Source: an optimization exercise on an open RTL-to-GDS flow (aim: small area, a short achievable clock period and few clock cycles). Production flows keep margins and buffers that such runs may drop. Only simulation tests tie the RTL to the original design; equivalence was not proved. No activity file was given, so power comes from the tool's default toggle rates.

==> design/flow/design.v <==
module CONVCOR(
  input             clk,
  input             rst_n,
  input             in_valid,
  input      [15:0] in_a,
  input      [15:0] in_b,
  input             in_mode,
  output            out_valid,
  output     [35:0] out
);
reg  [3:0]  cnt;           
reg         mode;          
reg  [15:0] ra0, ra1, ra2, rb0, rb1, rb2;   
reg  [15:0] x;             
reg  [3:0]  yr_one, yr_two, yr_neg, yi_one, yi_two, yi_neg;
reg  [1:0]  np, nq;
reg  [17:0] ps_ra, ps_rb, ps_ia, ps_ib;
reg  [35:0] acc, q, o;
reg         ld_q, o_sum, o_q;
reg         ov, ovn;       
wire        idle    = (cnt == 4'd0);
wire        start   = idle & in_valid;
wire        mode_nx = start ? in_mode : mode;
wire        cj      = idle ? in_mode : mode;
reg  [3:0]  cnt_nx;
always @(*) begin
  if (!rst_n)                                          cnt_nx = 4'd0;
  else if (idle)                                       cnt_nx = in_valid ? 4'd2 : 4'd0;
  else if ((mode && cnt == 4'd6) || (!mode && cnt == 4'd12)) cnt_nx = 4'd0;
  else                                                 cnt_nx = cnt + 4'd1;
end
reg [1:0] xs, ys;
reg       uacc_nx, ld_q_nx, o_sum_nx, o_q_nx, ov_nx;
always @(*) begin
  xs = 2'd3; ys = 2'd3;
  uacc_nx = 1'b0; ld_q_nx = 1'b0; o_sum_nx = 1'b0; o_q_nx = 1'b0; ov_nx = 1'b0;
  if (mode) begin
    case (cnt)
      4'd3: uacc_nx = 1'b1;
      4'd4: begin uacc_nx = 1'b1; o_sum_nx = 1'b1; end
      4'd5: ov_nx = 1'b1;
      default: ;
    endcase
  end else begin
    case (cnt)
      4'd2:  begin xs = 2'd0;             o_sum_nx = 1'b1; end
      4'd3:  begin xs = 2'd0; ys = 2'd1; end
      4'd4:  begin xs = 2'd1; ys = 2'd1; uacc_nx = 1'b1; ld_q_nx = 1'b1; end
      4'd5:  begin xs = 2'd0; ys = 2'd1; end
      4'd6:  begin xs = 2'd2; ys = 2'd1; uacc_nx = 1'b1; end
      4'd7:  begin xs = 2'd1; ys = 2'd0; uacc_nx = 1'b1; ld_q_nx = 1'b1; o_q_nx = 1'b1; ov_nx = 1'b1; end
      4'd8:  begin xs = 2'd1; ys = 2'd2;                                  o_q_nx = 1'b1; ov_nx = 1'b1; end
      4'd9:  begin xs = 2'd2; ys = 2'd2; uacc_nx = 1'b1; o_sum_nx = 1'b1;                 ov_nx = 1'b1; end
      4'd10: begin                                         o_sum_nx = 1'b1;                 ov_nx = 1'b1; end
      4'd11: begin                                                                          ov_nx = 1'b1; end
      default: ;
    endcase
  end
  if (!rst_n) begin
    uacc_nx = 1'b0; ld_q_nx = 1'b0; o_sum_nx = 1'b0; o_q_nx = 1'b0; ov_nx = 1'b0;
  end
end
always @(posedge clk) begin
  cnt  <= cnt_nx;
  mode <= mode_nx;
  ld_q <= ld_q_nx; o_sum <= o_sum_nx; o_q <= o_q_nx;
  ov   <= ov_nx;
  ovn  <= ~ov_nx;
end
wire ld_ring = (cnt <= 4'd3);
always @(posedge clk) begin
  ra0 <= ld_ring ? in_a : ra2;  ra1 <= ra0;  ra2 <= ra1;
  rb0 <= ld_ring ? in_b : rb2;  rb1 <= rb0;  rb2 <= rb1;
end
wire [15:0] x_nx = (xs == 2'd0) ? ra0 : (xs == 2'd1) ? ra1 : (xs == 2'd2) ? ra2 : in_a;
wire [15:0] y_nx = (ys == 2'd0) ? rb0 : (ys == 2'd1) ? rb1 : (ys == 2'd2) ? rb2 : in_b;
function [11:0] booth;   
  input [7:0] v;
  input       ng;
  integer k;
  reg b2, b1, b0;
  begin
    for (k = 0; k < 4; k = k + 1) begin
      b2 = v[2*k+1]; b1 = v[2*k]; b0 = (k == 0) ? 1'b0 : v[2*k-1];
      booth[k]     = b1 ^ b0;
      booth[4+k]   = (b2 & ~b1 & ~b0) | (~b2 & b1 & b0);
      booth[8+k]   = b2 ^ ng;
    end
  end
endfunction
wire [11:0] eyr = booth(y_nx[15:8], 1'b0);
wire [11:0] eyi = booth(y_nx[7:0], cj);
always @(posedge clk) begin
  x <= x_nx;
  {yr_neg, yr_two, yr_one} <= eyr;
  {yi_neg, yi_two, yi_one} <= eyi;
  np <= {eyr[11] & ~eyi[11], eyr[11] ^ ~eyi[11]};
  nq <= {eyr[11] & eyi[11],  eyr[11] ^ eyi[11]};
end
wire [17:0] ra, rb, ia, ib;
ptree u_pt (.xr(x[15:8]), .xi(x[7:0]),
            .yr_one(yr_one), .yr_two(yr_two), .yr_neg(yr_neg),
            .yi_one(yi_one), .yi_two(yi_two), .yi_neg(yi_neg),
            .np(np), .nq(nq), .ra(ra), .rb(rb), .ia(ia), .ib(ib));
always @(posedge clk) begin
  ps_ra <= ra; ps_rb <= rb; ps_ia <= ia; ps_ib <= ib;
end
wire [17:0] gr = acc[35:18], gi = acc[17:0];
wire [17:0] sr_s = ps_ra ^ ps_rb ^ gr;
wire [17:0] sr_c = (ps_ra & ps_rb) | (ps_ra & gr) | (ps_rb & gr);
wire [17:0] si_s = ps_ia ^ ps_ib ^ gi;
wire [17:0] si_c = (ps_ia & ps_ib) | (ps_ia & gi) | (ps_ib & gi);
wire [17:0] sr = sr_s + {sr_c[16:0], 1'b0};
wire [17:0] si = si_s + {si_c[16:0], 1'b0};
wire [35:0] sum = {sr, si};
always @(posedge clk) begin
  acc <= {36{uacc_nx}} & sum;    
  if (ld_q) q <= sum;
  if (o_sum)    o <= sum;
  else if (o_q) o <= q;
end
assign out_valid = ov;
assign out = {~({18{ovn}} | ~o[35:18]), {18{ov}} & o[17:0]};
endmodule
module ptree(
  input  [7:0] xr, input [7:0] xi,
  input  [3:0] yr_one, input [3:0] yr_two, input [3:0] yr_neg,
  input  [3:0] yi_one, input [3:0] yi_two, input [3:0] yi_neg,
  input  [1:0] np, input [1:0] nq,
  output [17:0] ra, output [17:0] rb, output [17:0] ia, output [17:0] ib
);
  wire r_w1 = (yr_one[0] & xr[0]) ^ yr_neg[0];
  wire r_w2 = ((yr_one[0] & xr[1]) | (yr_two[0] & xr[0])) ^ yr_neg[0];
  wire r_w3 = ((yr_one[0] & xr[2]) | (yr_two[0] & xr[1])) ^ yr_neg[0];
  wire r_w4 = ((yr_one[0] & xr[3]) | (yr_two[0] & xr[2])) ^ yr_neg[0];
  wire r_w5 = ((yr_one[0] & xr[4]) | (yr_two[0] & xr[3])) ^ yr_neg[0];
  wire r_w6 = ((yr_one[0] & xr[5]) | (yr_two[0] & xr[4])) ^ yr_neg[0];
  wire r_w7 = ((yr_one[0] & xr[6]) | (yr_two[0] & xr[5])) ^ yr_neg[0];
  wire r_w8 = ((yr_one[0] & xr[7]) | (yr_two[0] & xr[6])) ^ yr_neg[0];
  wire r_w9 = ((yr_one[0] & xr[7]) | (yr_two[0] & xr[7])) ^ yr_neg[0];
  wire r_w10 = ~r_w9;
  wire r_w11 = (yr_one[1] & xr[0]) ^ yr_neg[1];
  wire r_w12 = ((yr_one[1] & xr[1]) | (yr_two[1] & xr[0])) ^ yr_neg[1];
  wire r_w13 = ((yr_one[1] & xr[2]) | (yr_two[1] & xr[1])) ^ yr_neg[1];
  wire r_w14 = ((yr_one[1] & xr[3]) | (yr_two[1] & xr[2])) ^ yr_neg[1];
  wire r_w15 = ((yr_one[1] & xr[4]) | (yr_two[1] & xr[3])) ^ yr_neg[1];
  wire r_w16 = ((yr_one[1] & xr[5]) | (yr_two[1] & xr[4])) ^ yr_neg[1];
  wire r_w17 = ((yr_one[1] & xr[6]) | (yr_two[1] & xr[5])) ^ yr_neg[1];
  wire r_w18 = ((yr_one[1] & xr[7]) | (yr_two[1] & xr[6])) ^ yr_neg[1];
  wire r_w19 = ((yr_one[1] & xr[7]) | (yr_two[1] & xr[7])) ^ yr_neg[1];
  wire r_w20 = ~r_w19;
  wire r_w21 = (yr_one[2] & xr[0]) ^ yr_neg[2];
  wire r_w22 = ((yr_one[2] & xr[1]) | (yr_two[2] & xr[0])) ^ yr_neg[2];
  wire r_w23 = ((yr_one[2] & xr[2]) | (yr_two[2] & xr[1])) ^ yr_neg[2];
  wire r_w24 = ((yr_one[2] & xr[3]) | (yr_two[2] & xr[2])) ^ yr_neg[2];
  wire r_w25 = ((yr_one[2] & xr[4]) | (yr_two[2] & xr[3])) ^ yr_neg[2];
  wire r_w26 = ((yr_one[2] & xr[5]) | (yr_two[2] & xr[4])) ^ yr_neg[2];
  wire r_w27 = ((yr_one[2] & xr[6]) | (yr_two[2] & xr[5])) ^ yr_neg[2];
  wire r_w28 = ((yr_one[2] & xr[7]) | (yr_two[2] & xr[6])) ^ yr_neg[2];
  wire r_w29 = ((yr_one[2] & xr[7]) | (yr_two[2] & xr[7])) ^ yr_neg[2];
  wire r_w30 = ~r_w29;
  wire r_w31 = (yr_one[3] & xr[0]) ^ yr_neg[3];
  wire r_w32 = ((yr_one[3] & xr[1]) | (yr_two[3] & xr[0])) ^ yr_neg[3];
  wire r_w33 = ((yr_one[3] & xr[2]) | (yr_two[3] & xr[1])) ^ yr_neg[3];
  wire r_w34 = ((yr_one[3] & xr[3]) | (yr_two[3] & xr[2])) ^ yr_neg[3];
  wire r_w35 = ((yr_one[3] & xr[4]) | (yr_two[3] & xr[3])) ^ yr_neg[3];
  wire r_w36 = ((yr_one[3] & xr[5]) | (yr_two[3] & xr[4])) ^ yr_neg[3];
  wire r_w37 = ((yr_one[3] & xr[6]) | (yr_two[3] & xr[5])) ^ yr_neg[3];
  wire r_w38 = ((yr_one[3] & xr[7]) | (yr_two[3] & xr[6])) ^ yr_neg[3];
  wire r_w39 = ((yr_one[3] & xr[7]) | (yr_two[3] & xr[7])) ^ yr_neg[3];
  wire r_w40 = ~r_w39;
  wire r_w41 = (yi_one[0] & xi[0]) ^ ~yi_neg[0];
  wire r_w42 = ((yi_one[0] & xi[1]) | (yi_two[0] & xi[0])) ^ ~yi_neg[0];
  wire r_w43 = ((yi_one[0] & xi[2]) | (yi_two[0] & xi[1])) ^ ~yi_neg[0];
  wire r_w44 = ((yi_one[0] & xi[3]) | (yi_two[0] & xi[2])) ^ ~yi_neg[0];
  wire r_w45 = ((yi_one[0] & xi[4]) | (yi_two[0] & xi[3])) ^ ~yi_neg[0];
  wire r_w46 = ((yi_one[0] & xi[5]) | (yi_two[0] & xi[4])) ^ ~yi_neg[0];
  wire r_w47 = ((yi_one[0] & xi[6]) | (yi_two[0] & xi[5])) ^ ~yi_neg[0];
  wire r_w48 = ((yi_one[0] & xi[7]) | (yi_two[0] & xi[6])) ^ ~yi_neg[0];
  wire r_w49 = ((yi_one[0] & xi[7]) | (yi_two[0] & xi[7])) ^ ~yi_neg[0];
  wire r_w50 = ~r_w49;
  wire r_w51 = (yi_one[1] & xi[0]) ^ ~yi_neg[1];
  wire r_w52 = ((yi_one[1] & xi[1]) | (yi_two[1] & xi[0])) ^ ~yi_neg[1];
  wire r_w53 = ((yi_one[1] & xi[2]) | (yi_two[1] & xi[1])) ^ ~yi_neg[1];
  wire r_w54 = ((yi_one[1] & xi[3]) | (yi_two[1] & xi[2])) ^ ~yi_neg[1];
  wire r_w55 = ((yi_one[1] & xi[4]) | (yi_two[1] & xi[3])) ^ ~yi_neg[1];
  wire r_w56 = ((yi_one[1] & xi[5]) | (yi_two[1] & xi[4])) ^ ~yi_neg[1];
  wire r_w57 = ((yi_one[1] & xi[6]) | (yi_two[1] & xi[5])) ^ ~yi_neg[1];
  wire r_w58 = ((yi_one[1] & xi[7]) | (yi_two[1] & xi[6])) ^ ~yi_neg[1];
  wire r_w59 = ((yi_one[1] & xi[7]) | (yi_two[1] & xi[7])) ^ ~yi_neg[1];
  wire r_w60 = ~r_w59;
  wire r_w61 = (yi_one[2] & xi[0]) ^ ~yi_neg[2];
  wire r_w62 = ((yi_one[2] & xi[1]) | (yi_two[2] & xi[0])) ^ ~yi_neg[2];
  wire r_w63 = ((yi_one[2] & xi[2]) | (yi_two[2] & xi[1])) ^ ~yi_neg[2];
  wire r_w64 = ((yi_one[2] & xi[3]) | (yi_two[2] & xi[2])) ^ ~yi_neg[2];
  wire r_w65 = ((yi_one[2] & xi[4]) | (yi_two[2] & xi[3])) ^ ~yi_neg[2];
  wire r_w66 = ((yi_one[2] & xi[5]) | (yi_two[2] & xi[4])) ^ ~yi_neg[2];
  wire r_w67 = ((yi_one[2] & xi[6]) | (yi_two[2] & xi[5])) ^ ~yi_neg[2];
  wire r_w68 = ((yi_one[2] & xi[7]) | (yi_two[2] & xi[6])) ^ ~yi_neg[2];
  wire r_w69 = ((yi_one[2] & xi[7]) | (yi_two[2] & xi[7])) ^ ~yi_neg[2];
  wire r_w70 = ~r_w69;
  wire r_w71 = (yi_one[3] & xi[0]) ^ ~yi_neg[3];
  wire r_w72 = ((yi_one[3] & xi[1]) | (yi_two[3] & xi[0])) ^ ~yi_neg[3];
  wire r_w73 = ((yi_one[3] & xi[2]) | (yi_two[3] & xi[1])) ^ ~yi_neg[3];
  wire r_w74 = ((yi_one[3] & xi[3]) | (yi_two[3] & xi[2])) ^ ~yi_neg[3];
  wire r_w75 = ((yi_one[3] & xi[4]) | (yi_two[3] & xi[3])) ^ ~yi_neg[3];
  wire r_w76 = ((yi_one[3] & xi[5]) | (yi_two[3] & xi[4])) ^ ~yi_neg[3];
  wire r_w77 = ((yi_one[3] & xi[6]) | (yi_two[3] & xi[5])) ^ ~yi_neg[3];
  wire r_w78 = ((yi_one[3] & xi[7]) | (yi_two[3] & xi[6])) ^ ~yi_neg[3];
  wire r_w79 = ((yi_one[3] & xi[7]) | (yi_two[3] & xi[7])) ^ ~yi_neg[3];
  wire r_w80 = ~r_w79;
  wire r_w81 = r_w5 ^ r_w13 ^ r_w21;
  wire r_w82 = (r_w5 & r_w13) | (r_w5 & r_w21) | (r_w13 & r_w21);
  wire r_w83 = r_w6 ^ r_w14;
  wire r_w84 = r_w6 & r_w14;
  wire r_w85 = r_w7 ^ r_w15 ^ r_w23;
  wire r_w86 = (r_w7 & r_w15) | (r_w7 & r_w23) | (r_w15 & r_w23);
  wire r_w87 = r_w31 ^ r_w47 ^ r_w55;
  wire r_w88 = (r_w31 & r_w47) | (r_w31 & r_w55) | (r_w47 & r_w55);
  wire r_w89 = r_w8 ^ r_w16 ^ r_w24;
  wire r_w90 = (r_w8 & r_w16) | (r_w8 & r_w24) | (r_w16 & r_w24);
  wire r_w91 = r_w32 ^ r_w48 ^ r_w56;
  wire r_w92 = (r_w32 & r_w48) | (r_w32 & r_w56) | (r_w48 & r_w56);
  wire r_w93 = r_w64 ^ r_w72;
  wire r_w94 = r_w64 & r_w72;
  wire r_w95 = r_w10 ^ r_w17 ^ r_w25;
  wire r_w96 = (r_w10 & r_w17) | (r_w10 & r_w25) | (r_w17 & r_w25);
  wire r_w97 = r_w33 ^ r_w50 ^ r_w57;
  wire r_w98 = (r_w33 & r_w50) | (r_w33 & r_w57) | (r_w50 & r_w57);
  wire r_w99 = r_w65 ^ r_w73;
  wire r_w100 = r_w65 & r_w73;
  wire r_w101 = r_w18 ^ r_w26 ^ r_w34;
  wire r_w102 = (r_w18 & r_w26) | (r_w18 & r_w34) | (r_w26 & r_w34);
  wire r_w103 = r_w58 ^ r_w66 ^ r_w74;
  wire r_w104 = (r_w58 & r_w66) | (r_w58 & r_w74) | (r_w66 & r_w74);
  wire r_w105 = r_w20 ^ r_w27 ^ r_w35;
  wire r_w106 = (r_w20 & r_w27) | (r_w20 & r_w35) | (r_w27 & r_w35);
  wire r_w107 = r_w60 ^ r_w67;
  wire r_w108 = r_w60 & r_w67;
  wire r_w109 = r_w3 ^ r_w11 ^ yr_neg[1];
  wire r_w110 = (r_w3 & r_w11) | (r_w3 & yr_neg[1]) | (r_w11 & yr_neg[1]);
  wire r_w111 = r_w4 ^ r_w12;
  wire r_w112 = r_w4 & r_w12;
  wire r_w113 = yr_neg[2] ^ r_w45 ^ r_w53;
  wire r_w114 = (yr_neg[2] & r_w45) | (yr_neg[2] & r_w53) | (r_w45 & r_w53);
  wire r_w115 = r_w61 ^ ~yi_neg[2];
  wire r_w116 = r_w61 & ~yi_neg[2];
  wire r_w117 = r_w22 ^ r_w46 ^ r_w54;
  wire r_w118 = (r_w22 & r_w46) | (r_w22 & r_w54) | (r_w46 & r_w54);
  wire r_w119 = r_w62 ^ r_w83 ^ r_w82;
  wire r_w120 = (r_w62 & r_w83) | (r_w62 & r_w82) | (r_w83 & r_w82);
  wire r_w121 = r_w63 ^ r_w71 ^ np[0];
  wire r_w122 = (r_w63 & r_w71) | (r_w63 & np[0]) | (r_w71 & np[0]);
  wire r_w123 = r_w85 ^ r_w87 ^ r_w84;
  wire r_w124 = (r_w85 & r_w87) | (r_w85 & r_w84) | (r_w87 & r_w84);
  wire r_w125 = np[1] ^ r_w89 ^ r_w91;
  wire r_w126 = (np[1] & r_w89) | (np[1] & r_w91) | (r_w89 & r_w91);
  wire r_w127 = r_w93 ^ r_w86 ^ r_w88;
  wire r_w128 = (r_w93 & r_w86) | (r_w93 & r_w88) | (r_w86 & r_w88);
  wire r_w129 = r_w95 ^ r_w97 ^ r_w99;
  wire r_w130 = (r_w95 & r_w97) | (r_w95 & r_w99) | (r_w97 & r_w99);
  wire r_w131 = r_w90 ^ r_w92 ^ r_w94;
  wire r_w132 = (r_w90 & r_w92) | (r_w90 & r_w94) | (r_w92 & r_w94);
  wire r_w133 = 1'b1 ^ r_w101 ^ r_w103;
  wire r_w134 = (1'b1 & r_w101) | (1'b1 & r_w103) | (r_w101 & r_w103);
  wire r_w135 = r_w96 ^ r_w98 ^ r_w100;
  wire r_w136 = (r_w96 & r_w98) | (r_w96 & r_w100) | (r_w98 & r_w100);
  wire r_w137 = r_w75 ^ 1'b1 ^ r_w105;
  wire r_w138 = (r_w75 & 1'b1) | (r_w75 & r_w105) | (1'b1 & r_w105);
  wire r_w139 = r_w107 ^ r_w102 ^ r_w104;
  wire r_w140 = (r_w107 & r_w102) | (r_w107 & r_w104) | (r_w102 & r_w104);
  wire r_w141 = r_w28 ^ r_w36 ^ r_w68;
  wire r_w142 = (r_w28 & r_w36) | (r_w28 & r_w68) | (r_w36 & r_w68);
  wire r_w143 = r_w76 ^ r_w106 ^ r_w108;
  wire r_w144 = (r_w76 & r_w106) | (r_w76 & r_w108) | (r_w106 & r_w108);
  wire r_w145 = r_w30 ^ r_w37 ^ r_w70;
  wire r_w146 = (r_w30 & r_w37) | (r_w30 & r_w70) | (r_w37 & r_w70);
  wire r_w147 = r_w77 ^ 1'b1;
  wire r_w148 = r_w77 & 1'b1;
  wire r_w149 = r_w1 ^ yr_neg[0];
  wire r_w150 = r_w1 & yr_neg[0];
  wire r_w151 = r_w43 ^ r_w51;
  wire r_w152 = r_w43 & r_w51;
  wire r_w153 = r_w44 ^ r_w52 ^ r_w111;
  wire r_w154 = (r_w44 & r_w52) | (r_w44 & r_w111) | (r_w52 & r_w111);
  wire r_w155 = r_w81 ^ r_w113 ^ r_w115;
  wire r_w156 = (r_w81 & r_w113) | (r_w81 & r_w115) | (r_w113 & r_w115);
  wire r_w157 = r_w117 ^ r_w119 ^ r_w114;
  wire r_w158 = (r_w117 & r_w119) | (r_w117 & r_w114) | (r_w119 & r_w114);
  wire r_w159 = r_w121 ^ r_w123 ^ r_w118;
  wire r_w160 = (r_w121 & r_w123) | (r_w121 & r_w118) | (r_w123 & r_w118);
  wire r_w161 = r_w125 ^ r_w127 ^ r_w122;
  wire r_w162 = (r_w125 & r_w127) | (r_w125 & r_w122) | (r_w127 & r_w122);
  wire r_w163 = r_w129 ^ r_w131 ^ r_w126;
  wire r_w164 = (r_w129 & r_w131) | (r_w129 & r_w126) | (r_w131 & r_w126);
  wire r_w165 = r_w133 ^ r_w135 ^ r_w130;
  wire r_w166 = (r_w133 & r_w135) | (r_w133 & r_w130) | (r_w135 & r_w130);
  wire r_w167 = r_w137 ^ r_w139 ^ r_w134;
  wire r_w168 = (r_w137 & r_w139) | (r_w137 & r_w134) | (r_w139 & r_w134);
  wire r_w169 = r_w141 ^ r_w143 ^ r_w138;
  wire r_w170 = (r_w141 & r_w143) | (r_w141 & r_w138) | (r_w143 & r_w138);
  wire r_w171 = r_w145 ^ r_w147 ^ r_w142;
  wire r_w172 = (r_w145 & r_w147) | (r_w145 & r_w142) | (r_w147 & r_w142);
  wire r_w173 = r_w38 ^ r_w78 ^ r_w146;
  wire r_w174 = (r_w38 & r_w78) | (r_w38 & r_w146) | (r_w78 & r_w146);
  wire r_w175 = r_w40 ^ r_w80;
  wire r_w176 = r_w40 & r_w80;
  wire r_w177 = r_w41 ^ ~yi_neg[0];
  wire r_w178 = r_w41 & ~yi_neg[0];
  wire r_w179 = r_w2 ^ r_w42 ^ r_w150;
  wire r_w180 = (r_w2 & r_w42) | (r_w2 & r_w150) | (r_w42 & r_w150);
  wire r_w181 = ~yi_neg[1] ^ r_w109 ^ r_w151;
  wire r_w182 = (~yi_neg[1] & r_w109) | (~yi_neg[1] & r_w151) | (r_w109 & r_w151);
  wire r_w183 = r_w110 ^ r_w153 ^ r_w152;
  wire r_w184 = (r_w110 & r_w153) | (r_w110 & r_w152) | (r_w153 & r_w152);
  wire r_w185 = r_w112 ^ r_w155 ^ r_w154;
  wire r_w186 = (r_w112 & r_w155) | (r_w112 & r_w154) | (r_w155 & r_w154);
  wire r_w187 = r_w116 ^ r_w157 ^ r_w156;
  wire r_w188 = (r_w116 & r_w157) | (r_w116 & r_w156) | (r_w157 & r_w156);
  wire r_w189 = r_w120 ^ r_w159 ^ r_w158;
  wire r_w190 = (r_w120 & r_w159) | (r_w120 & r_w158) | (r_w159 & r_w158);
  wire r_w191 = r_w124 ^ r_w161 ^ r_w160;
  wire r_w192 = (r_w124 & r_w161) | (r_w124 & r_w160) | (r_w161 & r_w160);
  wire r_w193 = r_w128 ^ r_w163 ^ r_w162;
  wire r_w194 = (r_w128 & r_w163) | (r_w128 & r_w162) | (r_w163 & r_w162);
  wire r_w195 = r_w132 ^ r_w165 ^ r_w164;
  wire r_w196 = (r_w132 & r_w165) | (r_w132 & r_w164) | (r_w165 & r_w164);
  wire r_w197 = r_w136 ^ r_w167 ^ r_w166;
  wire r_w198 = (r_w136 & r_w167) | (r_w136 & r_w166) | (r_w167 & r_w166);
  wire r_w199 = r_w140 ^ r_w169 ^ r_w168;
  wire r_w200 = (r_w140 & r_w169) | (r_w140 & r_w168) | (r_w169 & r_w168);
  wire r_w201 = r_w144 ^ r_w171 ^ r_w170;
  wire r_w202 = (r_w144 & r_w171) | (r_w144 & r_w170) | (r_w171 & r_w170);
  wire r_w203 = r_w148 ^ r_w173 ^ r_w172;
  wire r_w204 = (r_w148 & r_w173) | (r_w148 & r_w172) | (r_w173 & r_w172);
  wire r_w205 = 1'b1 ^ r_w175 ^ r_w174;
  wire r_w206 = (1'b1 & r_w175) | (1'b1 & r_w174) | (r_w175 & r_w174);
  assign ra = {1'b1, 1'b1, r_w176, r_w205, r_w203, r_w201, r_w199, r_w197, r_w195, r_w193, r_w191, r_w189, r_w187, r_w185, r_w183, r_w181, r_w179, r_w149};
  assign rb = {1'b0, 1'b0, r_w206, r_w204, r_w202, r_w200, r_w198, r_w196, r_w194, r_w192, r_w190, r_w188, r_w186, r_w184, r_w182, r_w180, r_w178, r_w177};
  wire i_w207 = (yi_one[0] & xr[0]) ^ yi_neg[0];
  wire i_w208 = ((yi_one[0] & xr[1]) | (yi_two[0] & xr[0])) ^ yi_neg[0];
  wire i_w209 = ((yi_one[0] & xr[2]) | (yi_two[0] & xr[1])) ^ yi_neg[0];
  wire i_w210 = ((yi_one[0] & xr[3]) | (yi_two[0] & xr[2])) ^ yi_neg[0];
  wire i_w211 = ((yi_one[0] & xr[4]) | (yi_two[0] & xr[3])) ^ yi_neg[0];
  wire i_w212 = ((yi_one[0] & xr[5]) | (yi_two[0] & xr[4])) ^ yi_neg[0];
  wire i_w213 = ((yi_one[0] & xr[6]) | (yi_two[0] & xr[5])) ^ yi_neg[0];
  wire i_w214 = ((yi_one[0] & xr[7]) | (yi_two[0] & xr[6])) ^ yi_neg[0];
  wire i_w215 = ((yi_one[0] & xr[7]) | (yi_two[0] & xr[7])) ^ yi_neg[0];
  wire i_w216 = ~i_w215;
  wire i_w217 = (yi_one[1] & xr[0]) ^ yi_neg[1];
  wire i_w218 = ((yi_one[1] & xr[1]) | (yi_two[1] & xr[0])) ^ yi_neg[1];
  wire i_w219 = ((yi_one[1] & xr[2]) | (yi_two[1] & xr[1])) ^ yi_neg[1];
  wire i_w220 = ((yi_one[1] & xr[3]) | (yi_two[1] & xr[2])) ^ yi_neg[1];
  wire i_w221 = ((yi_one[1] & xr[4]) | (yi_two[1] & xr[3])) ^ yi_neg[1];
  wire i_w222 = ((yi_one[1] & xr[5]) | (yi_two[1] & xr[4])) ^ yi_neg[1];
  wire i_w223 = ((yi_one[1] & xr[6]) | (yi_two[1] & xr[5])) ^ yi_neg[1];
  wire i_w224 = ((yi_one[1] & xr[7]) | (yi_two[1] & xr[6])) ^ yi_neg[1];
  wire i_w225 = ((yi_one[1] & xr[7]) | (yi_two[1] & xr[7])) ^ yi_neg[1];
  wire i_w226 = ~i_w225;
  wire i_w227 = (yi_one[2] & xr[0]) ^ yi_neg[2];
  wire i_w228 = ((yi_one[2] & xr[1]) | (yi_two[2] & xr[0])) ^ yi_neg[2];
  wire i_w229 = ((yi_one[2] & xr[2]) | (yi_two[2] & xr[1])) ^ yi_neg[2];
  wire i_w230 = ((yi_one[2] & xr[3]) | (yi_two[2] & xr[2])) ^ yi_neg[2];
  wire i_w231 = ((yi_one[2] & xr[4]) | (yi_two[2] & xr[3])) ^ yi_neg[2];
  wire i_w232 = ((yi_one[2] & xr[5]) | (yi_two[2] & xr[4])) ^ yi_neg[2];
  wire i_w233 = ((yi_one[2] & xr[6]) | (yi_two[2] & xr[5])) ^ yi_neg[2];
  wire i_w234 = ((yi_one[2] & xr[7]) | (yi_two[2] & xr[6])) ^ yi_neg[2];
  wire i_w235 = ((yi_one[2] & xr[7]) | (yi_two[2] & xr[7])) ^ yi_neg[2];
  wire i_w236 = ~i_w235;
  wire i_w237 = (yi_one[3] & xr[0]) ^ yi_neg[3];
  wire i_w238 = ((yi_one[3] & xr[1]) | (yi_two[3] & xr[0])) ^ yi_neg[3];
  wire i_w239 = ((yi_one[3] & xr[2]) | (yi_two[3] & xr[1])) ^ yi_neg[3];
  wire i_w240 = ((yi_one[3] & xr[3]) | (yi_two[3] & xr[2])) ^ yi_neg[3];
  wire i_w241 = ((yi_one[3] & xr[4]) | (yi_two[3] & xr[3])) ^ yi_neg[3];
  wire i_w242 = ((yi_one[3] & xr[5]) | (yi_two[3] & xr[4])) ^ yi_neg[3];
  wire i_w243 = ((yi_one[3] & xr[6]) | (yi_two[3] & xr[5])) ^ yi_neg[3];
  wire i_w244 = ((yi_one[3] & xr[7]) | (yi_two[3] & xr[6])) ^ yi_neg[3];
  wire i_w245 = ((yi_one[3] & xr[7]) | (yi_two[3] & xr[7])) ^ yi_neg[3];
  wire i_w246 = ~i_w245;
  wire i_w247 = (yr_one[0] & xi[0]) ^ yr_neg[0];
  wire i_w248 = ((yr_one[0] & xi[1]) | (yr_two[0] & xi[0])) ^ yr_neg[0];
  wire i_w249 = ((yr_one[0] & xi[2]) | (yr_two[0] & xi[1])) ^ yr_neg[0];
  wire i_w250 = ((yr_one[0] & xi[3]) | (yr_two[0] & xi[2])) ^ yr_neg[0];
  wire i_w251 = ((yr_one[0] & xi[4]) | (yr_two[0] & xi[3])) ^ yr_neg[0];
  wire i_w252 = ((yr_one[0] & xi[5]) | (yr_two[0] & xi[4])) ^ yr_neg[0];
  wire i_w253 = ((yr_one[0] & xi[6]) | (yr_two[0] & xi[5])) ^ yr_neg[0];
  wire i_w254 = ((yr_one[0] & xi[7]) | (yr_two[0] & xi[6])) ^ yr_neg[0];
  wire i_w255 = ((yr_one[0] & xi[7]) | (yr_two[0] & xi[7])) ^ yr_neg[0];
  wire i_w256 = ~i_w255;
  wire i_w257 = (yr_one[1] & xi[0]) ^ yr_neg[1];
  wire i_w258 = ((yr_one[1] & xi[1]) | (yr_two[1] & xi[0])) ^ yr_neg[1];
  wire i_w259 = ((yr_one[1] & xi[2]) | (yr_two[1] & xi[1])) ^ yr_neg[1];
  wire i_w260 = ((yr_one[1] & xi[3]) | (yr_two[1] & xi[2])) ^ yr_neg[1];
  wire i_w261 = ((yr_one[1] & xi[4]) | (yr_two[1] & xi[3])) ^ yr_neg[1];
  wire i_w262 = ((yr_one[1] & xi[5]) | (yr_two[1] & xi[4])) ^ yr_neg[1];
  wire i_w263 = ((yr_one[1] & xi[6]) | (yr_two[1] & xi[5])) ^ yr_neg[1];
  wire i_w264 = ((yr_one[1] & xi[7]) | (yr_two[1] & xi[6])) ^ yr_neg[1];
  wire i_w265 = ((yr_one[1] & xi[7]) | (yr_two[1] & xi[7])) ^ yr_neg[1];
  wire i_w266 = ~i_w265;
  wire i_w267 = (yr_one[2] & xi[0]) ^ yr_neg[2];
  wire i_w268 = ((yr_one[2] & xi[1]) | (yr_two[2] & xi[0])) ^ yr_neg[2];
  wire i_w269 = ((yr_one[2] & xi[2]) | (yr_two[2] & xi[1])) ^ yr_neg[2];
  wire i_w270 = ((yr_one[2] & xi[3]) | (yr_two[2] & xi[2])) ^ yr_neg[2];
  wire i_w271 = ((yr_one[2] & xi[4]) | (yr_two[2] & xi[3])) ^ yr_neg[2];
  wire i_w272 = ((yr_one[2] & xi[5]) | (yr_two[2] & xi[4])) ^ yr_neg[2];
  wire i_w273 = ((yr_one[2] & xi[6]) | (yr_two[2] & xi[5])) ^ yr_neg[2];
  wire i_w274 = ((yr_one[2] & xi[7]) | (yr_two[2] & xi[6])) ^ yr_neg[2];
  wire i_w275 = ((yr_one[2] & xi[7]) | (yr_two[2] & xi[7])) ^ yr_neg[2];
  wire i_w276 = ~i_w275;
  wire i_w277 = (yr_one[3] & xi[0]) ^ yr_neg[3];
  wire i_w278 = ((yr_one[3] & xi[1]) | (yr_two[3] & xi[0])) ^ yr_neg[3];
  wire i_w279 = ((yr_one[3] & xi[2]) | (yr_two[3] & xi[1])) ^ yr_neg[3];
  wire i_w280 = ((yr_one[3] & xi[3]) | (yr_two[3] & xi[2])) ^ yr_neg[3];
  wire i_w281 = ((yr_one[3] & xi[4]) | (yr_two[3] & xi[3])) ^ yr_neg[3];
  wire i_w282 = ((yr_one[3] & xi[5]) | (yr_two[3] & xi[4])) ^ yr_neg[3];
  wire i_w283 = ((yr_one[3] & xi[6]) | (yr_two[3] & xi[5])) ^ yr_neg[3];
  wire i_w284 = ((yr_one[3] & xi[7]) | (yr_two[3] & xi[6])) ^ yr_neg[3];
  wire i_w285 = ((yr_one[3] & xi[7]) | (yr_two[3] & xi[7])) ^ yr_neg[3];
  wire i_w286 = ~i_w285;
  wire i_w287 = i_w211 ^ i_w219 ^ i_w227;
  wire i_w288 = (i_w211 & i_w219) | (i_w211 & i_w227) | (i_w219 & i_w227);
  wire i_w289 = i_w212 ^ i_w220;
  wire i_w290 = i_w212 & i_w220;
  wire i_w291 = i_w213 ^ i_w221 ^ i_w229;
  wire i_w292 = (i_w213 & i_w221) | (i_w213 & i_w229) | (i_w221 & i_w229);
  wire i_w293 = i_w237 ^ i_w253 ^ i_w261;
  wire i_w294 = (i_w237 & i_w253) | (i_w237 & i_w261) | (i_w253 & i_w261);
  wire i_w295 = i_w214 ^ i_w222 ^ i_w230;
  wire i_w296 = (i_w214 & i_w222) | (i_w214 & i_w230) | (i_w222 & i_w230);
  wire i_w297 = i_w238 ^ i_w254 ^ i_w262;
  wire i_w298 = (i_w238 & i_w254) | (i_w238 & i_w262) | (i_w254 & i_w262);
  wire i_w299 = i_w270 ^ i_w278;
  wire i_w300 = i_w270 & i_w278;
  wire i_w301 = i_w216 ^ i_w223 ^ i_w231;
  wire i_w302 = (i_w216 & i_w223) | (i_w216 & i_w231) | (i_w223 & i_w231);
  wire i_w303 = i_w239 ^ i_w256 ^ i_w263;
  wire i_w304 = (i_w239 & i_w256) | (i_w239 & i_w263) | (i_w256 & i_w263);
  wire i_w305 = i_w271 ^ i_w279;
  wire i_w306 = i_w271 & i_w279;
  wire i_w307 = i_w224 ^ i_w232 ^ i_w240;
  wire i_w308 = (i_w224 & i_w232) | (i_w224 & i_w240) | (i_w232 & i_w240);
  wire i_w309 = i_w264 ^ i_w272 ^ i_w280;
  wire i_w310 = (i_w264 & i_w272) | (i_w264 & i_w280) | (i_w272 & i_w280);
  wire i_w311 = i_w226 ^ i_w233 ^ i_w241;
  wire i_w312 = (i_w226 & i_w233) | (i_w226 & i_w241) | (i_w233 & i_w241);
  wire i_w313 = i_w266 ^ i_w273;
  wire i_w314 = i_w266 & i_w273;
  wire i_w315 = i_w209 ^ i_w217 ^ yi_neg[1];
  wire i_w316 = (i_w209 & i_w217) | (i_w209 & yi_neg[1]) | (i_w217 & yi_neg[1]);
  wire i_w317 = i_w210 ^ i_w218;
  wire i_w318 = i_w210 & i_w218;
  wire i_w319 = yi_neg[2] ^ i_w251 ^ i_w259;
  wire i_w320 = (yi_neg[2] & i_w251) | (yi_neg[2] & i_w259) | (i_w251 & i_w259);
  wire i_w321 = i_w267 ^ yr_neg[2];
  wire i_w322 = i_w267 & yr_neg[2];
  wire i_w323 = i_w228 ^ i_w252 ^ i_w260;
  wire i_w324 = (i_w228 & i_w252) | (i_w228 & i_w260) | (i_w252 & i_w260);
  wire i_w325 = i_w268 ^ i_w289 ^ i_w288;
  wire i_w326 = (i_w268 & i_w289) | (i_w268 & i_w288) | (i_w289 & i_w288);
  wire i_w327 = i_w269 ^ i_w277 ^ nq[0];
  wire i_w328 = (i_w269 & i_w277) | (i_w269 & nq[0]) | (i_w277 & nq[0]);
  wire i_w329 = i_w291 ^ i_w293 ^ i_w290;
  wire i_w330 = (i_w291 & i_w293) | (i_w291 & i_w290) | (i_w293 & i_w290);
  wire i_w331 = nq[1] ^ i_w295 ^ i_w297;
  wire i_w332 = (nq[1] & i_w295) | (nq[1] & i_w297) | (i_w295 & i_w297);
  wire i_w333 = i_w299 ^ i_w292 ^ i_w294;
  wire i_w334 = (i_w299 & i_w292) | (i_w299 & i_w294) | (i_w292 & i_w294);
  wire i_w335 = i_w301 ^ i_w303 ^ i_w305;
  wire i_w336 = (i_w301 & i_w303) | (i_w301 & i_w305) | (i_w303 & i_w305);
  wire i_w337 = i_w296 ^ i_w298 ^ i_w300;
  wire i_w338 = (i_w296 & i_w298) | (i_w296 & i_w300) | (i_w298 & i_w300);
  wire i_w339 = 1'b1 ^ i_w307 ^ i_w309;
  wire i_w340 = (1'b1 & i_w307) | (1'b1 & i_w309) | (i_w307 & i_w309);
  wire i_w341 = i_w302 ^ i_w304 ^ i_w306;
  wire i_w342 = (i_w302 & i_w304) | (i_w302 & i_w306) | (i_w304 & i_w306);
  wire i_w343 = i_w281 ^ 1'b1 ^ i_w311;
  wire i_w344 = (i_w281 & 1'b1) | (i_w281 & i_w311) | (1'b1 & i_w311);
  wire i_w345 = i_w313 ^ i_w308 ^ i_w310;
  wire i_w346 = (i_w313 & i_w308) | (i_w313 & i_w310) | (i_w308 & i_w310);
  wire i_w347 = i_w234 ^ i_w242 ^ i_w274;
  wire i_w348 = (i_w234 & i_w242) | (i_w234 & i_w274) | (i_w242 & i_w274);
  wire i_w349 = i_w282 ^ i_w312 ^ i_w314;
  wire i_w350 = (i_w282 & i_w312) | (i_w282 & i_w314) | (i_w312 & i_w314);
  wire i_w351 = i_w236 ^ i_w243 ^ i_w276;
  wire i_w352 = (i_w236 & i_w243) | (i_w236 & i_w276) | (i_w243 & i_w276);
  wire i_w353 = i_w283 ^ 1'b1;
  wire i_w354 = i_w283 & 1'b1;
  wire i_w355 = i_w207 ^ yi_neg[0];
  wire i_w356 = i_w207 & yi_neg[0];
  wire i_w357 = i_w249 ^ i_w257;
  wire i_w358 = i_w249 & i_w257;
  wire i_w359 = i_w250 ^ i_w258 ^ i_w317;
  wire i_w360 = (i_w250 & i_w258) | (i_w250 & i_w317) | (i_w258 & i_w317);
  wire i_w361 = i_w287 ^ i_w319 ^ i_w321;
  wire i_w362 = (i_w287 & i_w319) | (i_w287 & i_w321) | (i_w319 & i_w321);
  wire i_w363 = i_w323 ^ i_w325 ^ i_w320;
  wire i_w364 = (i_w323 & i_w325) | (i_w323 & i_w320) | (i_w325 & i_w320);
  wire i_w365 = i_w327 ^ i_w329 ^ i_w324;
  wire i_w366 = (i_w327 & i_w329) | (i_w327 & i_w324) | (i_w329 & i_w324);
  wire i_w367 = i_w331 ^ i_w333 ^ i_w328;
  wire i_w368 = (i_w331 & i_w333) | (i_w331 & i_w328) | (i_w333 & i_w328);
  wire i_w369 = i_w335 ^ i_w337 ^ i_w332;
  wire i_w370 = (i_w335 & i_w337) | (i_w335 & i_w332) | (i_w337 & i_w332);
  wire i_w371 = i_w339 ^ i_w341 ^ i_w336;
  wire i_w372 = (i_w339 & i_w341) | (i_w339 & i_w336) | (i_w341 & i_w336);
  wire i_w373 = i_w343 ^ i_w345 ^ i_w340;
  wire i_w374 = (i_w343 & i_w345) | (i_w343 & i_w340) | (i_w345 & i_w340);
  wire i_w375 = i_w347 ^ i_w349 ^ i_w344;
  wire i_w376 = (i_w347 & i_w349) | (i_w347 & i_w344) | (i_w349 & i_w344);
  wire i_w377 = i_w351 ^ i_w353 ^ i_w348;
  wire i_w378 = (i_w351 & i_w353) | (i_w351 & i_w348) | (i_w353 & i_w348);
  wire i_w379 = i_w244 ^ i_w284 ^ i_w352;
  wire i_w380 = (i_w244 & i_w284) | (i_w244 & i_w352) | (i_w284 & i_w352);
  wire i_w381 = i_w246 ^ i_w286;
  wire i_w382 = i_w246 & i_w286;
  wire i_w383 = i_w247 ^ yr_neg[0];
  wire i_w384 = i_w247 & yr_neg[0];
  wire i_w385 = i_w208 ^ i_w248 ^ i_w356;
  wire i_w386 = (i_w208 & i_w248) | (i_w208 & i_w356) | (i_w248 & i_w356);
  wire i_w387 = yr_neg[1] ^ i_w315 ^ i_w357;
  wire i_w388 = (yr_neg[1] & i_w315) | (yr_neg[1] & i_w357) | (i_w315 & i_w357);
  wire i_w389 = i_w316 ^ i_w359 ^ i_w358;
  wire i_w390 = (i_w316 & i_w359) | (i_w316 & i_w358) | (i_w359 & i_w358);
  wire i_w391 = i_w318 ^ i_w361 ^ i_w360;
  wire i_w392 = (i_w318 & i_w361) | (i_w318 & i_w360) | (i_w361 & i_w360);
  wire i_w393 = i_w322 ^ i_w363 ^ i_w362;
  wire i_w394 = (i_w322 & i_w363) | (i_w322 & i_w362) | (i_w363 & i_w362);
  wire i_w395 = i_w326 ^ i_w365 ^ i_w364;
  wire i_w396 = (i_w326 & i_w365) | (i_w326 & i_w364) | (i_w365 & i_w364);
  wire i_w397 = i_w330 ^ i_w367 ^ i_w366;
  wire i_w398 = (i_w330 & i_w367) | (i_w330 & i_w366) | (i_w367 & i_w366);
  wire i_w399 = i_w334 ^ i_w369 ^ i_w368;
  wire i_w400 = (i_w334 & i_w369) | (i_w334 & i_w368) | (i_w369 & i_w368);
  wire i_w401 = i_w338 ^ i_w371 ^ i_w370;
  wire i_w402 = (i_w338 & i_w371) | (i_w338 & i_w370) | (i_w371 & i_w370);
  wire i_w403 = i_w342 ^ i_w373 ^ i_w372;
  wire i_w404 = (i_w342 & i_w373) | (i_w342 & i_w372) | (i_w373 & i_w372);
  wire i_w405 = i_w346 ^ i_w375 ^ i_w374;
  wire i_w406 = (i_w346 & i_w375) | (i_w346 & i_w374) | (i_w375 & i_w374);
  wire i_w407 = i_w350 ^ i_w377 ^ i_w376;
  wire i_w408 = (i_w350 & i_w377) | (i_w350 & i_w376) | (i_w377 & i_w376);
  wire i_w409 = i_w354 ^ i_w379 ^ i_w378;
  wire i_w410 = (i_w354 & i_w379) | (i_w354 & i_w378) | (i_w379 & i_w378);
  wire i_w411 = 1'b1 ^ i_w381 ^ i_w380;
  wire i_w412 = (1'b1 & i_w381) | (1'b1 & i_w380) | (i_w381 & i_w380);
  assign ia = {1'b1, 1'b1, i_w382, i_w411, i_w409, i_w407, i_w405, i_w403, i_w401, i_w399, i_w397, i_w395, i_w393, i_w391, i_w389, i_w387, i_w385, i_w355};
  assign ib = {1'b0, 1'b0, i_w412, i_w410, i_w408, i_w406, i_w404, i_w402, i_w400, i_w398, i_w396, i_w394, i_w392, i_w390, i_w388, i_w386, i_w384, i_w383};
endmodule
==> design/flow/flow/run.sh <==
#!/bin/bash
set -euo pipefail
bash standard.sh SETUP_SLACK_MARGIN=6.8 "BUFFER_PORTS_ARGS=-buffer_cell sky130_fd_sc_hd__buf_2" finish > make_finish.log 2>&1
==> design/flow/standard.sh <==
#!/bin/bash
# synth_recipe.tcl (not shown) runs the flow's synth.tcl, then flattens the netlist and writes it again
# the make line also repeats each setting of config.mk as NAME=value (left out here)
make -C /OpenROAD-flow-scripts/flow DESIGN_CONFIG=/design/flow/config.mk WORK_HOME=/design/flow/orfs CLKGATE_MAP_FILE= SYNTH_SCRIPT=/design/flow/synth_recipe.tcl "${@:-finish}"
==> design/flow/config.mk <==
export PLATFORM = sky130hd
export DESIGN_NAME = CONVCOR
export DESIGN_NICKNAME = CONVCOR
export VERILOG_FILES = /design/flow/design.v
export SDC_FILE = /design/flow/constraint.sdc
export NUM_CORES = 4
export LEC_CHECK = 0
export CAP_MARGIN = 20
export CORE_MARGIN = 2
export CORE_UTILIZATION = 40
export CTS_CLUSTER_DIAMETER = 60
export CTS_CLUSTER_SIZE = 20
export SLEW_MARGIN = 20
==> design/flow/constraint.sdc <==
create_clock -name core_clock -period 10.0 [get_ports {clk}]
set_input_delay 2.0000 -clock core_clock [delete_from_list [all_inputs] [get_ports {clk}]]
set_output_delay 2.0000 -clock core_clock [all_outputs]
set_load 0.01 [all_outputs]
==> flow_summary_export.csv, run 1 <==
group,metric,value,unit
status,outcome,"finished clean",
worst_setup_path,crit_chain,"and2_1 > buf_2",
cts,tritoncts_clock_tree,"built",
worst_setup_path,reg2reg_depth,9,
floorplan,chipWidth,212,um
drt,vias,10800,
floorplan,floorplan.rows,76,
timing,report.final.setup_viol,0,
worst_setup_path,critical_path_cell_count,2,
placed_design,gp_congestion,0.816,
timing,clock.fmax,304,MHz
synthesis,yosys.area.top_type,"sky130_fd_sc_hd__dfxtp_1",
synthesis,yosys_warnings,1,
synthesis,post_synth.cell_area_avg,11.6,um2
worst_setup_path,max_stage_delay,0.43,ns
drt,drc,0,
worst_setup_path,data_required_time_of_the_critical_path,8.00,ns
synthesis,yosys.cell_types.count,57,
cts,numCtsBuffers,29,
finish,area_growth_syn_to_layout,12.0,%
timing,fin_setup_tns,0,ns
global_routing,grt_max_degree,45,
drt,vias_per_cell,5.07,
worst_setup_path,worst_setup_path_start_kind,"register",
placed_design,buffer_ports.inserted,72,
cts,clk_path_buf_depth,3,
worst_setup_path,cp.buffers_inverters,1,
timing,clock_skew,0.0162,ns
worst_hold_path,worst_hold_path_type,"reg -> reg",
global_routing,grt_overflow,0,
worst_hold_path,hold_path.startpoint,"rb1[8]",
global_routing,grt.busiest_layer,"met2",
floorplan,area_of_the_core,42900,um2
power,total_leakage_power,8.02,nW
timing,final_max_slew_viol_count,0,
synthesis,synth_top_cell_area_share,28.8,%
synthesis,netlist_area_before_placement,17300,um2
global_routing,grt_util_all_layers,16.5,%
drt,avgRoutedWirePerCell,17.1,um
cts,cts.root.buffer_cell,"sky130_fd_sc_hd__clkbuf_16",
timing,final_period_minus_worst_setup_slack,3.29,ns
finish,num-nets-final,1747,
global_routing,grt_pass1_wl,58900,um
finish,design_area,19400,um2
synthesis,netlist_instances,1487,
floorplan,num_io_pins,73,
drt,postRouteWirelength,36300,um
global_routing,globalRouteMet3Util,3.04,%
cts,clkSlewWorstSetupHoldPaths,0.08,ns
worst_setup_path,worst-path-max-fanout,19,
synthesis,async_flop_share,0,%
finish,drive_gt1_share,18.8,%
timing,timing.final.hold_violations,0,
finish,mostFrequentLayoutCells,"207 x sky130_fd_sc_hd__dfxtp_1, 144 x sky130_fd_sc_hd__inv_1, 130 x sky130_fd_sc_hd__fa_1",
synthesis,synth-main-ff-cell,"sky130_fd_sc_hd__dfxtp_1",
power,pwr_density_cell,362,nW/um2
worst_hold_path,min_path_cells,0,
worst_setup_path,r2r_setup_slack,6.92,ns
global_routing,grtUsageMet1,23.8,%
worst_setup_path,timing.critical_path.from,"ov",
worst_setup_path,critPathCapture,"out[15]",
synthesis,synth_edf_count,73,
global_routing,first_global_vias,11000,
floorplan,chipHeight,212,um
synthesis,yosys-top-cells-area,"sky130_fd_sc_hd__dfxtp_1 29%, sky130_fd_sc_hd__fa_1 15%, sky130_fd_sc_hd__edfxtp_1 13%",
drt,antenna_left,0,
worst_setup_path,cp.arrival,1.29,ns
drt,drt-initial-drc-count,879,
synthesis,synth_nets,1716,
floorplan,starting_density,40.3,%
worst_setup_path,worstReg2RegStart,"ps_ra[1]",
flow_run,timing.max_cap.violations,0,
worst_setup_path,critPathSlowestCell,"sky130_fd_sc_hd__dfxtp_4",
finish,num_antenna_cells,0,
global_routing,grt_util_met2,25.5,%
worst_setup_path,worstReg2RegEnd,"o[35]",
timing,fin_crit_sh,32.9,%
floorplan,design.die.area,44900,um2
timing,tightest_slew,1.02,ns
placed_design,dpl_cell_area,18100,um2
placed_design,dp_hpwl,25700,um
finish,layout_commonest_cell,"sky130_fd_sc_hd__dfxtp_1",
power,peakVddDrop,0.000178,V
synthesis,ys_ff_latch,322,
worst_setup_path,cp-end-kind,"output port",
synthesis,seq_area_frac_synth,41.5,%
drt,drt_first_pass_iters,6,
worst_setup_path,timing.critical_path.max_delay_family,"flip-flops",
worst_setup_path,setup.worst_path.class,"reg -> out",
cts,tritoncts_num_sinks,322,
cts,h-tree-depth,1,
cts,clkLatencyLatePin,0.58,ns
timing,setup_repair_after_global_routing_missed_its_margin,"yes",
timing,timing.max_slew.rel_slack,31.9,%
global_routing,antenna_found_initial,0,
layout make-up:
type	count	area, um2
clock buffers	31	753
clock inverters	23	258
fillers	3966	23500
inverters	145	544
multi-input cells	923	9230
flip-flops and latches	322	7320
well taps	585	732
repair buffers	97	548
routing by layer:
metal,up-vias,part of all wire (%)
met2,317,45
met3,53,6.0
li1,5092,-
met5,-,0
met1,5316,47
met4,0,2.1
worst min path at each step:
stage / to / slack (ns)
finish: rb2[8] / 0.34
floorplan: ra1[15] / 0.32
detailed placement: rb1[15] / 0.33
global route: rb2[3] / 0.34
global placement: rb1[15] / 0.33
CTS: rb2[8] / 0.34
synthesized netlist by cell type (6+ instances only):
cell	n
sky130_fd_sc_hd__dfxtp_1	249
sky130_fd_sc_hd__inv_1	144
sky130_fd_sc_hd__fa_1	130
sky130_fd_sc_hd__a22oi_1	112
sky130_fd_sc_hd__xnor2_1	92
sky130_fd_sc_hd__xor2_1	87
sky130_fd_sc_hd__clkbuf_1	84
sky130_fd_sc_hd__edfxtp_1	73
sky130_fd_sc_hd__ha_1	63
sky130_fd_sc_hd__mux2_2	59
sky130_fd_sc_hd__and2_1	49
sky130_fd_sc_hd__nand2_1	49
sky130_fd_sc_hd__a21oi_1	42
sky130_fd_sc_hd__o21ai_0	38
sky130_fd_sc_hd__nor2_1	35
sky130_fd_sc_hd__mux4_2	24
sky130_fd_sc_hd__nor2b_1	24
sky130_fd_sc_hd__a21o_1	11
sky130_fd_sc_hd__nand2b_1	10
sky130_fd_sc_hd__mux4_1	8
sky130_fd_sc_hd__nand3_1	8
sky130_fd_sc_hd__a211oi_1	7
sky130_fd_sc_hd__a31oi_1	7
sky130_fd_sc_hd__buf_1	7
sky130_fd_sc_hd__o21a_1	7
sky130_fd_sc_hd__o21bai_1	6
kinds of logic after synthesis:
family | synth area share [%]
multiplexers | 8.30
flip-flops | 41.5
XOR/XNOR | 9.06
AND/OR/NAND/NOR | 6.01
adder cells (fa/ha/maj) | 19.6
buffers and inverters | 5.42
AO/OA/AOI/OAI | 10.1
through the flow:
step | instances | worst slack, ns | total power, mW | util, % | hold slack (ns)
global placement | 2054 | 6.46 | 5.78 | 42.1 | 0.328
floorplan | 1487 | 6.81 | 4.87 | - | 0.323
finish | 2126 | 6.71 | 7.02 | 45.2 | 0.340
global route | 2126 | 6.61 | 7.86 | 45.2 | 0.343
CTS | 2108 | 6.65 | 7.08 | 44.6 | 0.336
detailed placement | 2054 | 6.42 | 5.86 | 42.1 | 0.332
registers in the layout, summed over array words and instances (netlist names), 4 cells and up:
name / cells
ra2: 16
rb0: 16
rb1: 16
ps_rb: 16
yi_one: 4
x: 16
yi_two: 4
rb2: 16
yr_neg: 4
yr_two: 4
o: 36
acc: 36
ra1: 16
q: 36
yr_one: 4
ps_ib: 16
ps_ia: 16
cnt: 4
yi_neg: 4
ra0: 16
ps_ra: 16
timing repair:
item	4_1_cts	5_1_grt
hold buffers	0	0
resized for setup	45	40
setup endpoints to repair	69	69
pin swaps	0	2
setup buffers	0	18
power by group:
part	leakage, nW	switching (mW)	total [mW]	internal, mW
clock	0.508	0.564	1.16	0.600
sequential	2.76	0.272	2.00	1.73
combinational	4.76	2.26	3.86	1.60
Testbench counts, summed over its fixed seeds: cycles 21,468.
==> run 2, diff against run 1 <==
==> design/flow/flow/run.sh (replaced) <==
#!/bin/bash
set -euo pipefail
bash standard.sh SETUP_SLACK_MARGIN=6.6 "BUFFER_PORTS_ARGS=-buffer_cell sky130_fd_sc_hd__buf_2" finish > make_finish.log 2>&1
--- a/design/flow/config.mk
+++ b/design/flow/config.mk
@@ -10,4 +10,2 @@
 export CORE_UTILIZATION = 40
-export CTS_CLUSTER_DIAMETER = 60
-export CTS_CLUSTER_SIZE = 20
 export SLEW_MARGIN = 20
==> run 2 against run 1 <==
Critical path type unchanged. Cell area increased by 0.44%. Total power rose by 3.0%. Routed wire length up 0.11%. Clock skew is 0.0033 ns higher. Sequential share of layout area fell by 0.63 points. Worst hold slack gained 0.0029 ns. Critical path depth did not move. Core utilization increased by 0.20 points. Still clean. Combinational power is 2% lower. Sequential cell count stayed put.
==> flow_summary_export.csv, run 2 <==
group,metric,value,unit
global_routing,grt_util_all_layers,17.0,%
drt,avgRoutedWirePerCell,17.2,um
worst_hold_path,whs_endpoint,"rb2[7]",
synthesis,async_flop_share,0,%
placed_design,buffer_ports.inserted,72,
drt,postRouteWirelength,36400,um
cts,tritoncts_clock_tree,"built",
worst_hold_path,worst_hold_path_type,"reg -> reg",
power,peakVddDrop,0.000162,V
synthesis,seq_area_frac_synth,41.5,%
timing,fin_crit_sh,32.8,%
global_routing,grt_max_degree,45,
finish,mostFrequentLayoutCells,"209 x sky130_fd_sc_hd__dfxtp_1, 144 x sky130_fd_sc_hd__inv_1, 130 x sky130_fd_sc_hd__fa_1",
global_routing,antenna_found_initial,0,
cts,h-tree-depth,2,
timing,setup_repair_after_global_routing_missed_its_margin,"no",
finish,area_growth_syn_to_layout,12.5,%
timing,final_max_slew_viol_count,0,
floorplan,chipHeight,212,um
timing,tightest_slew,0.944,ns
drt,antenna_left,0,
worst_hold_path,min_path_cells,0,
synthesis,netlist_area_before_placement,17300,um2
finish,drive_gt1_share,17.7,%
synthesis,yosys.cell_types.count,57,
worst_hold_path,hold_path.startpoint,"rb1[7]",
power,pwr_density_cell,372,nW/um2
drt,drt_first_pass_iters,6,
synthesis,synth_top_cell_area_share,28.8,%
cts,cts_hold_buffers,0,
worst_setup_path,data_required_time_of_the_critical_path,8.00,ns
timing,report.final.setup_viol,0,
worst_setup_path,cp.arrival,1.28,ns
finish,num_antenna_cells,0,
timing,clock.fmax,305,MHz
worst_setup_path,worstReg2RegStart,"ps_ia[1]",
power,total_leakage_power,8.06,nW
placed_design,dpl_cell_area,18100,um2
synthesis,synthTopCellsByCount,"249 x sky130_fd_sc_hd__dfxtp_1, 144 x sky130_fd_sc_hd__inv_1, 130 x sky130_fd_sc_hd__fa_1",
cts,cts_setup_buffers,0,
worst_setup_path,worst_setup_path_start_kind,"register",
synthesis,synth.most_common_cell,"sky130_fd_sc_hd__dfxtp_1",
global_routing,grt_overflow,0,
drt,vias,10700,
cts,clk_path_buf_depth,3,
finish,nFillCells,3926,
finish,design_area,19500,um2
timing,fin_setup_tns,0,ns
cts,clkLatencyLatePin,0.55,ns
floorplan,area_of_the_core,42900,um2
placed_design,dp_hpwl,25600,um
global_routing,grt_pass1_wl,59800,um
floorplan,chipWidth,212,um
drt,drc,0,
synthesis,ys_ff_latch,322,
worst_setup_path,worstReg2RegEnd,"o[13]",
synthesis,yosys-top-cells-area,"sky130_fd_sc_hd__dfxtp_1 29%, sky130_fd_sc_hd__fa_1 15%, sky130_fd_sc_hd__edfxtp_1 13%",
synthesis,post_synth.cell_area_avg,11.6,um2
worst_setup_path,reg2reg_depth,9,
finish,layout_commonest_cell,"sky130_fd_sc_hd__dfxtp_1",
synthesis,synth-main-ff-cell,"sky130_fd_sc_hd__dfxtp_1",
global_routing,first_global_vias,11100,
drt,drt-initial-drc-count,627,
timing,timing.max_slew.rel_slack,37.1,%
cts,numCtsBuffers,37,
worst_setup_path,worst-path-max-fanout,19,
floorplan,design.die.area,44900,um2
finish,num-nets-final,1737,
finish,final_instance_count_excl_fillers,2120,
synthesis,netlist_instances,1487,
placed_design,dp_cells,2054,
placed_design,gp_congestion,0.832,
power,total_power_draw,7.24,mW
floorplan,starting_density,40.3,%
worst_setup_path,setup.worst_path.class,"reg -> out",
status,outcome,"finished clean",
cts,cts.root.buffer_cell,"sky130_fd_sc_hd__clkbuf_16",
flow_run,timing.max_cap.violations,0,
floorplan,floorplan.rows,76,
drt,vias_per_cell,5.07,
synthesis,yosys.area.top_type,"sky130_fd_sc_hd__dfxtp_1",
synthesis,yosys_warnings,1,
worst_setup_path,cp-end-kind,"output port",
timing,hold_ws,0.342,ns
cts,tritoncts_num_sinks,322,
finish,largest_registers,"acc x36, o x36, q x36",
floorplan,num_io_pins,73,
timing,timing.final.hold_violations,0,
worst_setup_path,r2r_setup_slack,6.78,ns
cts,clkSlewWorstSetupHoldPaths,0.06,ns
synthesis,synth_edf_count,73,
timing,final_period_minus_worst_setup_slack,3.28,ns
synthesis,synth_nets,1716,
timing,clock_skew,0.0195,ns
==> run 2: layer usage <==
| metal | share of wire [%] | global-route usage (%) | up-vias |
|---|---|---|---|
| met5 | 0 | 0 | - |
| met4 | 2.5 | 5.66 | 0 |
| met3 | 5.7 | 3.03 | 61 |
| met2 | 45 | 26.5 | 315 |
| met1 | 47 | 24.0 | 5290 |
| li1 | - | - | 5078 |
==> run 2: where the power goes <==
part / total (mW) / internal [mW] / switching, mW
Combinational: 3.78 / 1.56 / 2.22
Clock: 1.46 / 0.924 / 0.537
Sequential: 1.99 / 1.72 / 0.270
==> run 2: worst max-delay path by stage <==
stage	from	endpoint	slack, ns	cells after the start
after global routing	ov	out[7]	6.63	2
after floorplan	yr_neg[1]	ps_ra[8]	6.67	9
after detailed placement	yi_neg[1]	ps_ia[8]	6.41	7
after global placement	yi_neg[1]	ps_ia[8]	6.43	7
after CTS	yr_two[1]	ps_ra[7]	6.60	8
final	ov	out[13]	6.72	2
==> run 2: kinds of logic (layout without fill, tap and decap cells) <==
logic type / Yosys count / after routing / synth area share (%)
buffers and inverters: 242 / 290 / 5.42
DFF: 322 / 322 / 41.5
AOI/OAI and AO/OA: 259 / 259 / 10.1
muxes: 93 / 93 / 8.30
adders and majority gates: 193 / 193 / 19.6
and+or+nand+nor: 199 / 199 / 6.01
xor gates and xnor gates: 179 / 179 / 9.06
==> run 2: through the flow <==
stage	util [%]	worst slack, ns
final	45.4	6.72
after global routing	45.4	6.63
after floorplan	-	6.67
after detailed placement	42.1	6.41
after global placement	42.1	6.43
after CTS	45.3	6.60
==> run 2: cell type report <==
class                      count  area, um2  share of cell area [%]
multi-input combinational    923       9210                    47.3
sequential                   322       7230                    37.1
clock buffer                  55       1150                    5.89
tap                          585        732                    3.76
inverter                     145        544                    2.80
timing repair buffer          79        413                    2.12
clock inverter                11        194                   0.996
==> run 2: critical path: stages, from the launching register on <==
cell	delay, ns
sky130_fd_sc_hd__dfxtp_4	0.44
sky130_fd_sc_hd__and2_1	0.16
sky130_fd_sc_hd__buf_2	0.13
==> run 2: timing repair <==
action,4_1_cts,5_1_grt
resized for setup,28,15
setup endpoints to repair,60,33
pin swaps,0,0
==> run 3, diff against run 2 <==
==> design/flow/flow/run.sh (replaced) <==
#!/bin/bash
set -euo pipefail
bash standard.sh SETUP_SLACK_MARGIN=7.2 "BUFFER_PORTS_ARGS=-buffer_cell sky130_fd_sc_hd__buf_2" finish > make_finish.log 2>&1
==> run 3 against run 2 <==
Highest routed layer is now met5. Largest power group unchanged. Synthesized cell count unchanged. Sequential share of layout area decreased by 3.7 points. Maximum frequency decreased by 0.66%. Combinational power increased by 29%. Global-route usage increased by 1.0 points. Core utilization increased by 5.7 points. Sequential cell count unchanged. Cell area increased by 13%. Largest cell class unchanged.
==> flow_summary_export.csv, run 3 <==
group,metric,value,unit
flow_run,timing.max_cap.violations,0,
finish,nFillCells,3721,
synthesis,yosys_warnings,1,
global_routing,first_global_vias,11800,
global_routing,grt_max_degree,45,
global_routing,antenna_found_initial,1,
cts,clkSlewWorstSetupHoldPaths,0.06,ns
cts,clkLatencyLatePin,0.53,ns
worst_setup_path,worst_setup_path_start_kind,"register",
finish,final_instance_count_excl_fillers,2279,
worst_hold_path,worst_hold_path_type,"reg -> reg",
drt,vias,11600,
floorplan,design.die.area,44900,um2
timing,report.final.setup_viol,0,
timing,setup_repair_after_global_routing_missed_its_margin,"yes",
synthesis,netlist_instances,1487,
cts,clk_path_buf_depth,3,
synthesis,synth-main-ff-cell,"sky130_fd_sc_hd__dfxtp_1",
drt,drc,0,
worst_setup_path,cp-end-kind,"output port",
finish,num-nets-final,1897,
status,outcome,"finished clean",
cts,tritoncts_clock_tree,"built",
timing,fin_crit_sh,33.0,%
global_routing,grt_util_all_layers,18.0,%
timing,timing.final.hold_violations,0,
worst_setup_path,cp.arrival,1.30,ns
power,peakVddDrop,0.000183,V
placed_design,buffer_ports.inserted,72,
worst_setup_path,max_stage_delay,0.35,ns
worst_setup_path,setup.worst_path.class,"reg -> out",
drt,postRouteWirelength,40500,um
synthesis,async_flop_share,0,%
timing,final_max_slew_viol_count,0,
floorplan,num_io_pins,73,
synthesis,synth.most_common_cell,"sky130_fd_sc_hd__dfxtp_1",
synthesis,synth_edf_count,73,
timing,fin_setup_tns,0,ns
global_routing,grt_pass1_wl,63500,um
global_routing,grt_overflow,0,
synthesis,seq_area_frac_synth,41.5,%
cts,h-tree-depth,2,
placed_design,dp_cells,2055,
timing,tightest_slew,0.984,ns
synthesis,ys_ff_latch,322,
worst_setup_path,cp.buffers_inverters,2,
drt,avgRoutedWirePerCell,17.8,um
floorplan,chipWidth,212,um
floorplan,chipHeight,212,um
placed_design,gp_congestion,0.816,
power,pwr_density_cell,371,nW/um2
drt,antenna_left,0,
drt,highest-signal-layer,"met5",
worst_setup_path,crit_chain,"buf_12 > and2_4 > buf_2",
finish,num_antenna_cells,0,
placed_design,dp_hpwl,25700,um
cts,numCtsBuffers,36,
finish,final_core_util,51.1,%
timing,final_period_minus_worst_setup_slack,3.30,ns
finish,layout_commonest_cell,"sky130_fd_sc_hd__dfxtp_1",
synthesis,yosys.cell_types.count,57,
finish,mostFrequentLayoutCells,"205 x sky130_fd_sc_hd__dfxtp_1, 127 x sky130_fd_sc_hd__inv_1, 114 x sky130_fd_sc_hd__buf_4",
floorplan,area_of_the_core,42900,um2
synthesis,synthTopCellsByCount,"249 x sky130_fd_sc_hd__dfxtp_1, 144 x sky130_fd_sc_hd__inv_1, 130 x sky130_fd_sc_hd__fa_1",
cts,tritoncts_num_sinks,322,
finish,largest_registers,"acc x36, o x36, q x36",
worst_setup_path,worst-path-max-fanout,10,
worst_setup_path,timing.critical_path.max_delay_family,"flip-flops",
synthesis,yosys.area.top_type,"sky130_fd_sc_hd__dfxtp_1",
drt,dr_wl_met3,2530,um
synthesis,synth_top_cell_area_share,28.8,%
-- run 3: final cells by class --
| class | instances | area, um2 | share of cell area (%) |
|---|---|---|---|
| repair buffers | 239 | 1920 | 8.77 |
| clock buffers | 45 | 996 | 4.54 |
| flip-flops and latches | 322 | 7330 | 33.4 |
| well taps | 585 | 732 | 3.34 |
| inverters | 145 | 544 | 2.48 |
| multi-input cells | 924 | 10200 | 46.6 |
| clock inverters | 19 | 181 | 0.827 |
-- run 3: worst register-to-register path, cell delays in order, from the launching register on --
cell and delay [ns]:
sky130_fd_sc_hd__dfxtp_4 0.38, sky130_fd_sc_hd__buf_8 0.15, sky130_fd_sc_hd__a22oi_2 0.23, sky130_fd_sc_hd__xnor2_2 0.14, sky130_fd_sc_hd__fa_2 0.47, sky130_fd_sc_hd__fa_1 0.49
sky130_fd_sc_hd__inv_1 0.05, sky130_fd_sc_hd__fa_2 0.52, sky130_fd_sc_hd__inv_2 0.04, sky130_fd_sc_hd__fa_2 0.50
-- run 3: path summary, 6_finish.rpt --
path,depth (start not counted),from,endpoint
max,3,ov,out[16]
min,0,rb1[1],rb2[1]
max reg2reg,9,x[12],ps_ra[7]
min reg2reg,0,rb1[1],rb2[1]
-- run 3: kinds of logic (layout without fill, tap and decap cells) --
family	after synthesis	in the layout	share of synthesized area, %
xor+xnor	179	179	9.06
simple gates	199	200	6.01
buf+inv	242	448	5.42
compound gates	259	259	10.1
flops	322	322	41.5
fa+ha+maj	193	193	19.6
mux	93	93	8.30
-- run 3: metal layers --
layer	up-vias	GRT usage [%]
met1	5777	24.9
met5	-	0
met4	2	5.29
li1	5378	-
met3	84	3.78
met2	362	28.6
-- run 3: power by group --
part / internal, mW / switching (mW)
combinational: 2.17 / 2.69
sequential: 1.73 / 0.230
clock: 0.785 / 0.523
-- run 3: per-stage QoR --
stage	cell area [um2]	worst slack (ns)	hold slack, ns	total power, mW
after floorplan	18100	6.91	0.323	5.00
after global placement	18300	6.47	0.326	5.86
after detailed placement	18300	6.39	0.331	5.93
after CTS	21100	6.67	0.344	7.78
after global routing	21900	6.63	0.347	8.94
final	21900	6.70	0.342	8.13
-- run 3: what timing repair did --
action,in CTS,in global routing
buffers inserted,115,43
pin swaps,90,71
hold buffers,0,0
endpoints found under the setup margin,116,122
resized for setup,205,112
cloned,1,1

## port drivers added, routing unchanged
In the flow no input, the clock included, has a driving cell. The finished layouts below were timed again as built, in two steps. Step 1, drivers: a clkbuf_16 drives clk and a buf_2 each remaining input, both assumed. Step 2 times the ports against the registers' clock, not the clock port: input delays grow and output delays shrink by t, the midpoint of the rising clock arrivals with the driver on. Three values: ideal ports, drivers, drivers and shift; two values: the first two.
run | t, ns | setup WS [ns] | worst register clock-pin slew, ns
run 1 | 0.627 | 6.713 / 6.657 / 6.677 | 0.08 / 0.08
run 2 | 0.601 | 6.722 / 6.665 / 6.599 | 0.06 / 0.06
run 3 | 0.587 | 6.700 / 6.642 / 6.717 | 0.06 / 0.06
After both steps setup and hold are still met in every run listed. The setup slack of run 2, which loses most, moves by -0.057 ns with the drivers and by -0.123 ns with both steps.
